From an optimization exercise on the open Yosys and OpenROAD flow, aimed at small area, a short achievable clock period and few clock cycles per item; shortcuts taken in it are not production practice.
Where RTL was checked, it was by simulation tests only, not by an equivalence proof against the original.
Function not checked in run 1: the RTL went through the layout flow alone.
Power figures rest on the tool's default switching activity, not on a simulated workload.

File: design/flow/run.sh
#!/bin/bash
# synth_recipe.tcl (not shown) runs the flow's synth.tcl, then flattens the netlist and writes it again
# the make line also repeats each setting of config.mk as NAME=value (left out here)
make -C /OpenROAD-flow-scripts/flow DESIGN_CONFIG=/design/flow/config.mk WORK_HOME=/design/flow/orfs CLKGATE_MAP_FILE= SYNTH_SCRIPT=/design/flow/synth_recipe.tcl finish
File: design/flow/config.mk
export PLATFORM = sky130hd
export DESIGN_NAME = boron_codec
export DESIGN_NICKNAME = boron_codec
export VERILOG_FILES = /design/flow/design.v
export SDC_FILE = /design/flow/constraint.sdc
export NUM_CORES = 4
export LEC_CHECK = 0
export CAP_MARGIN = 20
export CORE_MARGIN = 2
export CORE_UTILIZATION = 40
export PLACE_DENSITY = 0.6
export SLEW_MARGIN = 20
File: design/flow/constraint.sdc
create_clock -name core_clock -period 4.0 [get_ports {clk}]
set_input_delay 0.8000 -clock core_clock [delete_from_list [all_inputs] [get_ports {clk}]]
set_output_delay 0.8000 -clock core_clock [all_outputs]
set_load 0.01 [all_outputs]
File: design/flow/design.v
module question1_c(
            input clk,
            input [63:0] plain_text,
            input [79:0] master_key,
            input rst,
            input start,
            output [63:0] out,
            output reg done);
function [3:0] sbox;
    input [3:0] x;
    case (x)
        4'h0: sbox = 4'hE; 4'h1: sbox = 4'h4; 4'h2: sbox = 4'hB; 4'h3: sbox = 4'h1;
        4'h4: sbox = 4'h7; 4'h5: sbox = 4'h9; 4'h6: sbox = 4'hC; 4'h7: sbox = 4'hA;
        4'h8: sbox = 4'hD; 4'h9: sbox = 4'h2; 4'hA: sbox = 4'h0; 4'hB: sbox = 4'hF;
        4'hC: sbox = 4'h8; 4'hD: sbox = 4'h5; 4'hE: sbox = 4'h3; default: sbox = 4'h6;
    endcase
endfunction
function [79:0] ks;
    input [79:0] k;
    input [4:0] r;
    reg [79:0] m;
    begin
        m = {k[66:0], k[79:67]};
        ks = {m[79:64], m[63:59] ^ r, m[58:4], sbox(m[3:0])};
    end
endfunction
function [15:0] rotl16;
    input [15:0] x;
    input integer n;
    rotl16 = (x << n) | (x >> (16 - n));
endfunction
function [63:0] rnd;
    input [63:0] x;
    reg [63:0] t;
    reg [15:0] b1, b2, b3, b4;
    integer i;
    begin
        for (i = 0; i < 16; i = i + 1)
            t[4*i +: 4] = sbox(x[4*i +: 4]);
        b1 = rotl16(t[15:0], 9);
        b2 = rotl16(t[31:16], 12);
        b3 = rotl16(t[47:32], 15);
        b4 = rotl16(t[63:48], 1);
        rnd = {b4 ^ b3 ^ b1, b3 ^ b1, b4 ^ b2, b4 ^ b2 ^ b1};
    end
endfunction
reg [63:0] state;
reg [79:0] key;
reg [4:0]  rcounter;
reg        fin, seen;
wire [79:0] next_key = ks(key, rcounter);
assign out = state;
always @(posedge clk) begin
    if (rst) begin
        state    <= plain_text ^ master_key[63:0];
        key      <= master_key;
        rcounter <= 5'd0;
        fin      <= 1'b0;
        seen     <= 1'b0;
        done     <= 1'b0;
    end else begin
        key      <= next_key;
        rcounter <= rcounter + 5'd1;
        if (!fin)
            state <= rnd(state) ^ next_key[63:0];
        if (rcounter == 5'd24)
            fin <= 1'b1;
        seen <= seen | start;
        done <= (fin | (rcounter == 5'd24)) & (seen | start);
    end
end
endmodule
module decryption(input clk,
                  input start,
                  input [63:0] ciphertext,
                  input [79:0] key_in,
                  output reg done,
                  output [63:0] message);
function [3:0] sbox;
    input [3:0] x;
    case (x)
        4'h0: sbox = 4'hE; 4'h1: sbox = 4'h4; 4'h2: sbox = 4'hB; 4'h3: sbox = 4'h1;
        4'h4: sbox = 4'h7; 4'h5: sbox = 4'h9; 4'h6: sbox = 4'hC; 4'h7: sbox = 4'hA;
        4'h8: sbox = 4'hD; 4'h9: sbox = 4'h2; 4'hA: sbox = 4'h0; 4'hB: sbox = 4'hF;
        4'hC: sbox = 4'h8; 4'hD: sbox = 4'h5; 4'hE: sbox = 4'h3; default: sbox = 4'h6;
    endcase
endfunction
function [3:0] isbox;
    input [3:0] x;
    case (x)
        4'hE: isbox = 4'h0; 4'h4: isbox = 4'h1; 4'hB: isbox = 4'h2; 4'h1: isbox = 4'h3;
        4'h7: isbox = 4'h4; 4'h9: isbox = 4'h5; 4'hC: isbox = 4'h6; 4'hA: isbox = 4'h7;
        4'hD: isbox = 4'h8; 4'h2: isbox = 4'h9; 4'h0: isbox = 4'hA; 4'hF: isbox = 4'hB;
        4'h8: isbox = 4'hC; 4'h5: isbox = 4'hD; 4'h3: isbox = 4'hE; default: isbox = 4'hF;
    endcase
endfunction
function [79:0] ks;
    input [79:0] k;
    input [4:0] r;
    reg [79:0] m;
    begin
        m = {k[66:0], k[79:67]};
        ks = {m[79:64], m[63:59] ^ r, m[58:4], sbox(m[3:0])};
    end
endfunction
function [79:0] kf;
    input [79:0] k;
    input [4:0] r;
    reg [79:0] m;
    begin
        m = {k[79:64], k[63:59] ^ r, k[58:4], isbox(k[3:0])};
        kf = {m[12:0], m[79:13]};
    end
endfunction
function [79:0] ks12;
    input [79:0] k;
    input hi;
    integer i;
    reg [79:0] t;
    begin
        t = k;
        for (i = 0; i < 12; i = i + 1)
            t = ks(t, hi ? 5'd13 + i : 5'd1 + i);
        ks12 = t;
    end
endfunction
function [15:0] rotr16;
    input [15:0] x;
    input integer n;
    rotr16 = (x >> n) | (x << (16 - n));
endfunction
function [63:0] irnd;
    input [63:0] x;
    reg [15:0] b1, b2, b3, b4;
    reg [63:0] t;
    integer i;
    begin
        b1 = rotr16(x[31:16] ^ x[15:0], 9);
        b2 = rotr16(x[63:48] ^ x[47:32] ^ x[31:16], 12);
        b3 = rotr16(x[47:32] ^ x[31:16] ^ x[15:0], 15);
        b4 = rotr16(x[47:32] ^ x[63:48], 1);
        t = {b4, b3, b2, b1};
        for (i = 0; i < 16; i = i + 1)
            irnd[4*i +: 4] = isbox(t[4*i +: 4]);
    end
endfunction
reg [63:0] state;
reg [79:0] key;
reg [4:0]  rcounter;
reg        sched1, sched2, run;
wire [79:0] key_s = ks12(key, sched2);
wire [79:0] key_f = kf(key, rcounter);
assign message = state;
always @(posedge clk) begin
    if (!start) begin
        key      <= ks(key_in, 5'd0);
        sched1   <= 1'b1;
        sched2   <= 1'b0;
        run      <= 1'b0;
        done     <= 1'b0;
        rcounter <= 5'd24;
    end else begin
        sched1 <= 1'b0;
        sched2 <= sched1;
        key <= (sched1 | sched2) ? key_s : key_f;
        if (sched2) begin
            state <= ciphertext ^ key_s[63:0];
            run   <= 1'b1;
        end
        if (run & !done) begin
            state    <= irnd(state) ^ key_f[63:0];
            rcounter <= rcounter - 5'd1;
            if (rcounter == 5'd0)
                done <= 1'b1;
        end
    end
end
endmodule
module boron_codec(
    input         clk,
    input         rst,
    input         enc_start,
    input  [63:0] enc_plain,
    input  [79:0] enc_key,
    output [63:0] enc_out,
    output        enc_done,
    input         dec_start,
    input  [63:0] dec_cipher,
    input  [79:0] dec_key,
    output [63:0] dec_out,
    output        dec_done
);
question1_c u_enc (.clk(clk),.plain_text(enc_plain),.master_key(enc_key),.rst(rst),.start(enc_start),.out(enc_out),.done(enc_done));
decryption  u_dec (.clk(clk),.start(dec_start),.ciphertext(dec_cipher),.key_in(dec_key),.done(dec_done),.message(dec_out));
endmodule
==> metrics.cfg, run 1 <==
[run_status]
status=no timing/DRC/antenna violations

[synth]
syn-mean-instance-area_um2=9.724
syn_area_mm2=0.02580
async_reset_ff_frac=0
syn_nets=3021
synth.yosys.seq_area_share=0.3562
synth-edff-count=128
synthCells=2653
synth-seq-cells=395
synth_ff_type=dfxtp_1
synth_warnings=2
synth_cell_type_count=96

[route]
vias=21594
firstDrtPassIters=6
drt_iter0_drc=1859
drc=0
wl_mm=95.47
ant_nets=0
wl_per_cell_um=24.25
vias_per_cell=5.485

[setup_path]
worstPathMaxFanout=7
crit_path_start=dec_key[67]
r2r_end=u_dec.key_s[64]
start_kind=input port
critical_path_required_ns=4.47
r2r-start=u_dec.sched1
regToRegSetupSlack_ns=1.16
path_class=input port to flip-flop
reg2reg_depth=8
endpoint_kind=flip-flop
crit_arrival_ns=3.41
setup.worst_path.end=u_dec.key_f[68]

[sta]
worst_pin_slew_ns=0.8588
setup_tns_ns=0
clock.fmax_mhz=339.7
relSlewSlack=0.4263
grt_setup_unrepaired=no
skew_ns=0.02075
setup_viol=0
maxSlewViolCount=0
whs_ns=0.4622
finalCriticalPeriod_ns=2.944
final.setup.worst_slack_ns=1.056
hold_viol=0
fin_crit_sh=0.7359

[placement]
placed_cells=3845
io_buffers=421
place.detailed.hpwl_mm=76.15
pre_cts_ws_ns=0.4302
dpl-instance-area_mm2=0.03087
gp_congestion=0.9090

[grt]
grt_max_degree=115
track_usage=0.2767
antenna_found_initial=4
grt_pass1_vias=21160
gr-total-overflow=0
grt_first_pass_wirelength_mm=136.5

[cts]
clk_pin_slew_ns=0.06
cts_made_buffers=48
cts_resized=0
tritoncts=built
ctsHoldBuffers=0
cts_setup_buffers=0
clock-root-buffer=clkbuf_16
clock_path_buffers=3
cts_sinks=395
clk_latency_ns=0.61
cts_htree_levels=2

[final_layout]
nNetsFinal=3408
final_cell_area_mm2=0.03239
drive_above_1_share=0.1130
fillers=5867
syn_to_final_growth_pct=25.54
instances_no_fill=3937

[die]
die_x_um=258.0
start_util=0.4024
rows=93
pin_count=422
core-area_mm2=0.06412
die_h_um=258.0
die_area_mm2=0.06654

[worst_hold_path]
hold_path_class=flip-flop to flip-flop

[power]
p_leak_nw=12.83
powerDensity_mw_per_mm2=711.7
vdd_drop_max_uv=405.1

[job]
max_cap_viol_count=0

-- worst min-delay path by stage --
stage / startpoint / endpoint / slack (ns) / cells after the start
CTS: u_enc.key[51] / u_enc.key[64] / 0.46 / 1
floorplan: u_enc.seen / u_enc.seen / 0.42 / 2
finish: u_enc.seen / u_enc.seen / 0.46 / 2
global placement: u_enc.seen / u_enc.seen / 0.43 / 2
global route: u_enc.key[61] / u_enc.key[74] / 0.48 / 1
detailed placement: u_enc.key[51] / u_enc.key[64] / 0.45 / 1
-- report_power, final --
group	total (W)	leakage [nW]	internal (W)	switching [W]
sequential	0.00697	3.50	0.00556	0.00141
clock	0.00426	0.741	0.00242	0.00184
combinational	0.0118	8.58	0.00576	0.00606
-- synthesized netlist by cell type (all sizes together) (6+ instances only) --
cell / instances / area [um2]
o22ai: 15 / 100.1
nor2b: 22 / 137.6
xnor2: 291 / 2594
a31oi: 37 / 252.7
nor3b: 11 / 82.58
xor2: 174 / 1539
xnor3: 6 / 135.1
inv: 108 / 405.4
a22oi: 7 / 52.55
or3: 12 / 75.07
a22o: 21 / 183.9
a211o: 7 / 61.31
o221ai: 12 / 111.4
o32ai: 6 / 71.32
mux4: 22 / 495.5
mux2: 152 / 1712
xor3: 25 / 600.6
ha: 76 / 950.9
o21a: 27 / 202.7
nand2: 182 / 690.7
nand2b: 38 / 237.7
a21oi: 176 / 895.9
a211oi: 20 / 167.7
nor2: 222 / 835.8
edfxtp: 128 / 3844
o21ai: 148 / 752.0
maj3: 15 / 150.1
a21boi: 7 / 56.30
o211ai: 27 / 207.7
dfxtp: 267 / 5345
a21o: 16 / 120.1
nor3: 25 / 130.1
or2: 6 / 37.53
clkbuf: 45 / 173.9
mux2i: 126 / 1265
buf: 82 / 446.7
a221oi: 7 / 61.31
nand3: 29 / 145.1
-- metal layers --
metal | up-vias | GRT usage | part of all wire
li1 | 10099 | - | -
met1 | 10386 | 0.3562 | 0.42
met2 | 909 | 0.4503 | 0.46
met3 | 198 | 0.05075 | 0.075
met4 | 2 | 0.1289 | 0.048
met5 | - | 0 | 0.00014
-- stage by stage --
step	utilization	total power, W
global route	0.5051	0.02442
detailed placement	0.4815	0.01870
CTS	0.5050	0.02307
global placement	0.4815	0.01833
floorplan	-	0.01476
finish	0.5051	0.02305
-- final cells by class --
class                           count  area [um2]  share of cell area
Sequential cell                   395        9191              0.2838
Clock buffer                       69        1351             0.04172
Multi-Input combinational cell   2022       15610              0.4821
Clock inverter                     20       156.4            0.004829
Tap cell                          855        1070             0.03303
Antenna cell                        3       7.507           0.0002318
Inverter                          109       409.1             0.01263
Timing Repair Buffer              464        4588              0.1417
-- cells by family after synthesis --
kind of cell / share of synthesized area
AOI/OAI and AO/OA: 0.1404
muxes: 0.1346
DFF: 0.3562
adders and majority gates: 0.04268
xor gates and xnor gates: 0.1887
and+or+nand+nor: 0.09753
buffers and inverters: 0.03991
-- cell usage in the layout, fill, tap and decap left out, types with 7 or more instances in the layout --
cell | Yosys | final
xor2_1 | 172 | 172
nand3_1 | 29 | 29
clkdlybuf4s50_1 | 0 | 419
nor2_1 | 221 | 221
clkinv_2 | 0 | 8
dfxtp_1 | 267 | 265
a211o_1 | 7 | 7
a22o_1 | 21 | 21
nor3_1 | 24 | 24
buf_4 | 12 | 40
o22ai_1 | 14 | 14
ha_1 | 76 | 76
nor3b_1 | 11 | 11
clkbuf_16 | 0 | 49
a211oi_1 | 18 | 18
a221oi_1 | 7 | 7
o211ai_1 | 26 | 26
clkbuf_1 | 41 | 15
mux2_2 | 152 | 152
nor2b_1 | 22 | 21
a22oi_1 | 7 | 7
o21ai_1 | 17 | 17
o21ai_0 | 128 | 128
or3_1 | 12 | 12
a21o_1 | 16 | 16
nand2_1 | 181 | 180
o21a_1 | 27 | 27
o221ai_1 | 11 | 11
edfxtp_1 | 128 | 128
inv_2 | 9 | 10
a21oi_1 | 174 | 173
inv_1 | 99 | 98
a31oi_1 | 35 | 35
mux4_2 | 22 | 22
xnor2_1 | 285 | 285
nand2b_1 | 38 | 37
maj3_1 | 15 | 15
xor3_1 | 20 | 20
mux2i_1 | 125 | 125
-- worst max-delay path, stage by stage --
cell and delay, ns:
clkdlybuf4s50_1 0.57, inv_1 0.09, ha_1 0.34, mux2i_1 0.16
nor2_1 0.06, a211oi_1 0.22, a21o_1 0.23, inv_1 0.11
ha_1 0.34, inv_1 0.05, mux4_2 0.45
==> run 2: changes to the inputs <==
--- a/design/flow/design.v
+++ b/design/flow/design.v
@@ -9,10 +9,9 @@
 function [3:0] sbox;
     input [3:0] x;
-    case (x)
-        4'h0: sbox = 4'hE; 4'h1: sbox = 4'h4; 4'h2: sbox = 4'hB; 4'h3: sbox = 4'h1;
-        4'h4: sbox = 4'h7; 4'h5: sbox = 4'h9; 4'h6: sbox = 4'hC; 4'h7: sbox = 4'hA;
-        4'h8: sbox = 4'hD; 4'h9: sbox = 4'h2; 4'hA: sbox = 4'h0; 4'hB: sbox = 4'hF;
-        4'hC: sbox = 4'h8; 4'hD: sbox = 4'h5; 4'hE: sbox = 4'h3; default: sbox = 4'h6;
-    endcase
+    reg [63:0] tbl;
+    begin
+        tbl = 64'h6358F02DAC971B4E;
+        sbox = tbl[4*x +: 4];
+    end
 endfunction
 function [79:0] ks;
@@ -50,4 +49,5 @@
 reg        fin, seen;
 wire [79:0] next_key = ks(key, rcounter);
+wire [63:0] next_state = rnd(state) ^ next_key[63:0];
 assign out = state;
 always @(posedge clk) begin
@@ -63,5 +63,5 @@
         rcounter <= rcounter + 5'd1;
         if (!fin)
-            state <= rnd(state) ^ next_key[63:0];
+            state <= next_state;
         if (rcounter == 5'd24)
             fin <= 1'b1;
@@ -79,19 +79,17 @@
 function [3:0] sbox;
     input [3:0] x;
-    case (x)
-        4'h0: sbox = 4'hE; 4'h1: sbox = 4'h4; 4'h2: sbox = 4'hB; 4'h3: sbox = 4'h1;
-        4'h4: sbox = 4'h7; 4'h5: sbox = 4'h9; 4'h6: sbox = 4'hC; 4'h7: sbox = 4'hA;
-        4'h8: sbox = 4'hD; 4'h9: sbox = 4'h2; 4'hA: sbox = 4'h0; 4'hB: sbox = 4'hF;
-        4'hC: sbox = 4'h8; 4'hD: sbox = 4'h5; 4'hE: sbox = 4'h3; default: sbox = 4'h6;
-    endcase
+    reg [63:0] tbl;
+    begin
+        tbl = 64'h6358F02DAC971B4E;
+        sbox = tbl[4*x +: 4];
+    end
 endfunction
 function [3:0] isbox;
     input [3:0] x;
-    case (x)
-        4'hE: isbox = 4'h0; 4'h4: isbox = 4'h1; 4'hB: isbox = 4'h2; 4'h1: isbox = 4'h3;
-        4'h7: isbox = 4'h4; 4'h9: isbox = 4'h5; 4'hC: isbox = 4'h6; 4'hA: isbox = 4'h7;
-        4'hD: isbox = 4'h8; 4'h2: isbox = 4'h9; 4'h0: isbox = 4'hA; 4'hF: isbox = 4'hB;
-        4'h8: isbox = 4'hC; 4'h5: isbox = 4'hD; 4'h3: isbox = 4'hE; default: isbox = 4'hF;
-    endcase
+    reg [63:0] tbl;
+    begin
+        tbl = 64'hB086275C4FD1E93A;
+        isbox = tbl[4*x +: 4];
+    end
 endfunction
 function [79:0] ks;
@@ -151,8 +149,11 @@
 wire [79:0] key_s = ks12(key, sched2);
 wire [79:0] key_f = kf(key, rcounter);
+wire [79:0] key_l = ks(key_in, 5'd0);
+wire [63:0] state_w = ciphertext ^ key_s[63:0];
+wire [63:0] state_r = irnd(state) ^ key_f[63:0];
 assign message = state;
 always @(posedge clk) begin
     if (!start) begin
-        key      <= ks(key_in, 5'd0);
+        key      <= key_l;
         sched1   <= 1'b1;
         sched2   <= 1'b0;
@@ -165,9 +166,9 @@
         key <= (sched1 | sched2) ? key_s : key_f;
         if (sched2) begin
-            state <= ciphertext ^ key_s[63:0];
+            state <= state_w;
             run   <= 1'b1;
         end
         if (run & !done) begin
-            state    <= irnd(state) ^ key_f[63:0];
+            state    <= state_r;
             rcounter <= rcounter - 5'd1;
             if (rcounter == 5'd0)
--- a/design/flow/config.mk
+++ b/design/flow/config.mk
@@ -6,7 +6,9 @@
 export NUM_CORES = 4
 export LEC_CHECK = 0
+export ABC_CLOCK_PERIOD_IN_PS = 1500
 export CAP_MARGIN = 20
 export CORE_MARGIN = 2
 export CORE_UTILIZATION = 40
 export PLACE_DENSITY = 0.6
+export SETUP_SLACK_MARGIN = 2.2
 export SLEW_MARGIN = 20
==> metrics.cfg, run 2 <==
[run_status]
status=no timing/DRC/antenna violations

[synth]
synth_ff_type=dfxtp_1
synthCells=2436
synth_cell_type_count=70
ys_top_cells_by_area=edfxtp_1 (16%), dfxtp_1 (15%), xnor2_1 (8.8%)
syn_nets=2882
synth.yosys.seq_area_share=0.3163
synth_top_area_cell=edfxtp_1
yosysMostFrequentCell=xnor2_1
syn_area_mm2=0.02335
syn-mean-instance-area_um2=9.587
synth-seq-cells=305
async_reset_ff_frac=0
synthTopCellsByCount=xnor2_1 (235), nand2_1 (214), xor2_1 (192)
synth_top_area_frac=0.1646
synth_warnings=2
synth-edff-count=128

[route]
vias_per_cell=5.399
wl_per_cell_um=24.05
ant_nets=0
drt_iter0_drc=1548
wl_mm=97.68
vias=21927
drc=0
firstDrtPassIters=5

[power]
p_leak_nw=15.52
p_total_w=0.03158
powerDensity_mw_per_mm2=835.9
vdd_drop_max_uv=588.7

[setup_path]
endpoint_kind=flip-flop
crit_arrival_ns=2.96
regToRegSetupSlack_ns=1.43
slowest_delay_ns=0.52
critical_path_required_ns=4.39
worstPathMaxFanout=4
path_delay_family=multiplexers
path_class=flip-flop to flip-flop
cp_cell_sequence=inv_4 -> ha_4 -> nor2_4 -> a21oi_2 -> nand2_1 -> o21a_1 -> inv_2 -> ha_4 -> inv_4 -> mux4_2 -> xnor2_2 -> mux2i_1
start_kind=flip-flop
worst-path-buf-inv=3
cp_slowest_cell=mux4_2

[sta]
finalCriticalPeriod_ns=2.571
grt_setup_unrepaired=yes
final.setup.worst_slack_ns=1.429
fin_crit_sh=0.6429
relSlewSlack=0.4336
clock.fmax_mhz=388.9
whs_ns=0.4602
worst_pin_slew_ns=0.8484
maxSlewViolCount=0
hold_viol=0
setup_tns_ns=0
setup_viol=0
skew_ns=0.02859

[die]
rows=88
core-area_mm2=0.05770
die_h_um=245.6
pin_count=422
die_x_um=245.6
start_util=0.4048
die_area_mm2=0.06034

[cts]
cts_htree_levels=2
clock_path_buffers=3
cts_made_buffers=40
cts_sinks=305
ctsHoldBuffers=0
clk_latency_ns=0.59
clk_pin_slew_ns=0.06
clock-root-buffer=clkbuf_16
tritoncts=built

[grt]
grt_pass1_vias=21701
track_usage=0.3086
gr-total-overflow=0
grt_first_pass_wirelength_mm=138.2
antenna_found_initial=2
grt_max_degree=135

[final_layout]
final_cell_mix=buf_6 (292), clkdlybuf4s50_1 (289), buf_4 (276), nand2_1 (200), nor2_1 (166)
fin_util=0.6548
diodes=0
drive_above_1_share=0.4308
syn_to_final_growth_pct=61.76
layout_commonest_cell=buf_6
biggestRegsByFlops=u_dec.key x80, u_enc.key x80
nNetsFinal=3710

[placement]
pre_cts_ws_ns=1.035
gp_congestion=0.9294
place.detailed.hpwl_mm=69.88
io_buffers=421

[worst_hold_path]
hold_path_class=flip-flop to flip-flop

[job]
max_cap_viol_count=0

-- run 2: cell count changes after synthesis, moves of 31 or more --
cell | previous run | this run
buf_2 | 57 | 14
clkbuf_1 | 41 | 91
dfxtp_1 | 267 | 177
ha_1 | 76 | 154
inv_1 | 99 | 140
mux2_2 | 152 | 114
mux2i_1 | 125 | 68
mux4_2 | 22 | 53
nand2_1 | 181 | 214
nor2_1 | 221 | 189
o21ai_0 | 128 | 160
xnor2_1 | 285 | 235
-- run 2: power breakdown --
| group | total, W | switching (W) | internal (W) |
|---|---|---|---|
| Combinational | 0.0227 | 0.0108 | 0.0119 |
| Clock | 0.00373 | 0.00154 | 0.00218 |
| Sequential | 0.00519 | 0.000897 | 0.00429 |
| Total | 0.0316 | 0.0132 | 0.0184 |
-- run 2: worst register-to-register path: stages (launching register included) --
cell	delay (ns)
dfxtp_2	0.35
inv_4	0.04
ha_4	0.24
nor2_4	0.13
a21oi_2	0.06
nand2_1	0.09
o21a_1	0.18
inv_2	0.07
ha_4	0.28
inv_4	0.04
mux4_2	0.52
xnor2_2	0.15
mux2i_1	0.24
-- run 2: per-stage QoR --
stage / area [um2] / instances
floorplan: 24730 / 2436
global placement: 29380 / 3508
detailed placement: 29380 / 3508
CTS: 35510 / 3957
global route: 37780 / 4061
finish: 37780 / 4061
-- run 2: final timing paths --
| path | startpoint | endpoint | cells past startpoint |
|---|---|---|---|
| worst max-delay path | u_dec.key[28] | u_dec.state[29] | 12 |
| worst min-delay path | u_enc.key[55] | u_enc.key[68] | 1 |
| worst max register to register | u_dec.key[28] | u_dec.state[29] | 12 |
| worst min register to register | u_enc.key[55] | u_enc.key[68] | 1 |
-- run 2: layout make-up --
type / instances / area, um2
fillers: 4463 / 19920
well taps: 765 / 957.2
clock inverters: 21 / 211.5
repair buffers: 906 / 8673
inverters: 140 / 626.9
clock buffers: 53 / 1121
multi-input cells: 1871 / 18730
flip-flops and latches: 305 / 7456
-- run 2: metal layers --
layer | track usage | routed length [um] | up-vias
li1 | - | - | 10082
met1 | 0.4004 | 39900 | 10868
met2 | 0.5174 | 47140 | 791
met3 | 0.04605 | 6508 | 184
met4 | 0.1189 | 4129 | 2
met5 | 0 | 10 | -
-- run 2: logic make-up after synthesis --
group           Yosys count  share of synthesized area
compound gates          466                     0.1153
xor+xnor                468                     0.2012
fa+ha+maj               161                    0.08556
buf+inv                 266                    0.04538
flops                   305                     0.3163
mux                     237                     0.1375
simple gates            533                    0.09879
-- run 2: repair_timing --
action	4_1_cts	5_1_grt
endpoints found under the hold margin	0	0
buffers inserted	372	101
pin swaps	190	172
endpoints found under the setup margin	395	373
resized for setup	1026	332
cloned	3	3
Testbench counts of run 2, summed over its fixed seeds: cycles 6,920, items 256.
==> run 3: changes to the inputs <==
--- a/design/flow/config.mk
+++ b/design/flow/config.mk
@@ -6,9 +6,7 @@
 export NUM_CORES = 4
 export LEC_CHECK = 0
-export ABC_CLOCK_PERIOD_IN_PS = 1500
 export CAP_MARGIN = 20
 export CORE_MARGIN = 2
 export CORE_UTILIZATION = 40
 export PLACE_DENSITY = 0.6
-export SETUP_SLACK_MARGIN = 2.2
 export SLEW_MARGIN = 20
==> metrics.cfg, run 3 <==
[setup_path]
start_kind=flip-flop
endpoint_kind=flip-flop
critical_path_required_ns=4.30
worstPathMaxFanout=7
cp_cell_sequence=inv_1 -> ha_1 -> nor2b_1 -> a221oi_1 -> inv_1 -> ha_1 -> nor2_1 -> nor4_1 -> a311oi_1 -> xnor2_1 -> o211ai_1
worst-path-buf-inv=2
crit_arrival_ns=3.63
path_delay_family=compound AO/OA/AOI/OAI gates
cp_slowest_cell=a221oi_1
regToRegSetupSlack_ns=0.67
slowest_delay_ns=0.53
path_class=flip-flop to flip-flop

[die]
pin_count=422
die_x_um=245.6
rows=88
start_util=0.4048
die_h_um=245.6
core-area_mm2=0.05770
die_area_mm2=0.06034

[final_layout]
layout_commonest_cell=clkdlybuf4s50_1
biggestRegsByFlops=u_dec.key x80, u_enc.key x80
multi_input_area_mm2=0.01493
fillers=5331
drive_above_1_share=0.1018
instances_no_fill=3591
syn_to_final_growth_pct=26.67
final_cell_area_mm2=0.02958
fin_util=0.5128
nNetsFinal=3235
final_cell_mix=clkdlybuf4s50_1 (419), xnor2_1 (235), nand2_1 (214), xor2_1 (192), nor2_1 (187)
regArea_mm2=0.007388

[grt]
grt_max_degree=131
track_usage=0.2751
grt_use_met2=0.4490
grt_first_pass_wirelength_mm=122.3
busiest_layer=met2
use_met3=0.03994
antenna_found_initial=10
grt_pass1_vias=18996
gr-total-overflow=0
global_route.usage.met1=0.3666

[sta]
worst_pin_slew_ns=0.9634
grt_setup_unrepaired=no
finalCriticalPeriod_ns=3.330
relSlewSlack=0.3531
setup_tns_ns=0
maxSlewViolCount=0
hold_viol=0
setup_viol=0
fin_crit_sh=0.8325
skew_ns=0.02267
final.setup.worst_slack_ns=0.6700
clock.fmax_mhz=300.3

[job]
max_cap_viol_count=0

[run_status]
status=no timing/DRC/antenna violations

[synth]
yosysMostFrequentCell=xnor2_1
syn_nets=2882
synthCells=2436
synth_top_area_frac=0.1646
synth.yosys.seq_area_share=0.3163
synth_cell_type_count=70
synth-edff-count=128
ys_top_cells_by_area=edfxtp_1 (16%), dfxtp_1 (15%), xnor2_1 (8.8%)
synthTopCellsByCount=xnor2_1 (235), nand2_1 (214), xor2_1 (192)
async_reset_ff_frac=0
syn-mean-instance-area_um2=9.587
synth_top_area_cell=edfxtp_1
synth_ff_type=dfxtp_1
synth-seq-cells=305
syn_area_mm2=0.02335
synth_warnings=2

[cts]
clock-root-buffer=clkbuf_16
cts_resized=0
clock_path_buffers=3
cts_made_buffers=38
tritoncts=built
clk_latency_ns=0.57
cts_sinks=305
cts_htree_levels=2
clk_pin_slew_ns=0.06
cts_setup_buffers=0
ctsHoldBuffers=0

[power]
vdd_drop_max_uv=389.6
powerDensity_mw_per_mm2=753.7
p_leak_nw=11.97

[placement]
gp_congestion=0.9586
pre_cts_ws_ns=0.6691
placed_cells=3514
io_buffers=421
dpl-instance-area_mm2=0.02818
place.detailed.hpwl_mm=68.49

[route]
drc=0
drt_iter0_drc=1526
firstDrtPassIters=8
vias=19520
ant_nets=0
wl_per_cell_um=23.85
wl_mm=85.64
vias_per_cell=5.436

[worst_hold_path]
hold_path_class=flip-flop to flip-flop

## run 3: cell counts after synthesis
No cell type changed its count.
## run 3: where the power goes
| part | leakage [nW] | switching (W) | internal, W | total [W] |
|---|---|---|---|---|
| Sequential | 2.77 | 0.00131 | 0.00429 | 0.00561 |
| Clock | 0.676 | 0.00149 | 0.00231 | 0.00380 |
| Combinational | 8.52 | 0.00664 | 0.00625 | 0.0129 |
## run 3: layout make-up
| cell class | instances | area share |
|---|---|---|
| Multi-Input combinational cell | 1865 | 0.5046 |
| Sequential cell | 305 | 0.2497 |
| Timing Repair Buffer | 439 | 0.1482 |
| Clock buffer | 51 | 0.03908 |
| Tap cell | 765 | 0.03235 |
| Inverter | 140 | 0.01776 |
| Clock inverter | 19 | 0.007613 |
| Antenna cell | 7 | 0.0005921 |
## run 3: stage by stage
step                total power, W  hold WS, ns
floorplan                  0.01423       0.4214
global placement           0.01809       0.4381
detailed placement         0.01838       0.4459
CTS                        0.02228       0.4622
global route               0.02368       0.4724
finish                     0.02230       0.4585
## run 3: worst paths after layout
| check | cells past startpoint | startpoint | endpoint |
|---|---|---|---|
| setup reg to reg | 11 | u_dec.key[42] | u_dec.state[41] |
| setup / recovery | 11 | u_dec.key[42] | u_dec.state[41] |
| hold / removal | 1 | u_enc.key[56] | u_enc.key[69] |
| hold reg to reg | 1 | u_enc.key[56] | u_enc.key[69] |
## run 3: metal layers
layer	routed length [um]	vias up	share of wire
li1	-	9139	-
met4	3171	6	0.037
met5	41	-	0.00048
met1	36420	9522	0.43
met2	40130	714	0.47
met3	5875	139	0.069
## run 3: cell families (layout without fill, tap and decap cells)
group | after synthesis | after routing | share of synthesized area
compound gates | 466 | 466 | 0.1153
xor+xnor | 468 | 468 | 0.2012
fa+ha+maj | 161 | 161 | 0.08556
buf+inv | 266 | 649 | 0.04538
flops | 305 | 305 | 0.3163
mux | 237 | 237 | 0.1375
other cells | 0 | 7 | 0
simple gates | 533 | 533 | 0.09879

-- port drivers added, routing unchanged --
In the flow no input, the clock included, has a driving cell. The finished layouts below were timed again as built, in two steps. Step 1 sets driving cells, clkbuf_16 on the clock port and buf_2 on the other inputs (assumed; they add their load-dependent delay and slew). Step 2 adds t to the input delays and takes it off the output delays; t is the mean of the earliest and latest rising clock arrival at the registers after step 1. Input paths then give back, and output paths get back, about the clock's delay inside the block. Three values: no drivers, after step 1, after step 2; two values: the first two.
run | t (ns) | slack for setup (ns) | worst setup path after step 2 | worst slew at a driven data input, ns | cell pins on the clock port's net
run 1 | 0.665 | 1.056 / 1.095 / 0.431 | input to register | 0.10 | 1
run 2 | 0.641 | 1.429 / 1.429 / 1.429 | register to register | 0.11 | 1
run 3 | 0.623 | 0.670 / 0.670 / 0.670 | register to register | 0.12 | 1
After both steps every run listed still meets setup and hold. For run 1, which loses most, drivers alone change the setup slack by +0.039 ns; drivers and shift together by -0.625 ns.
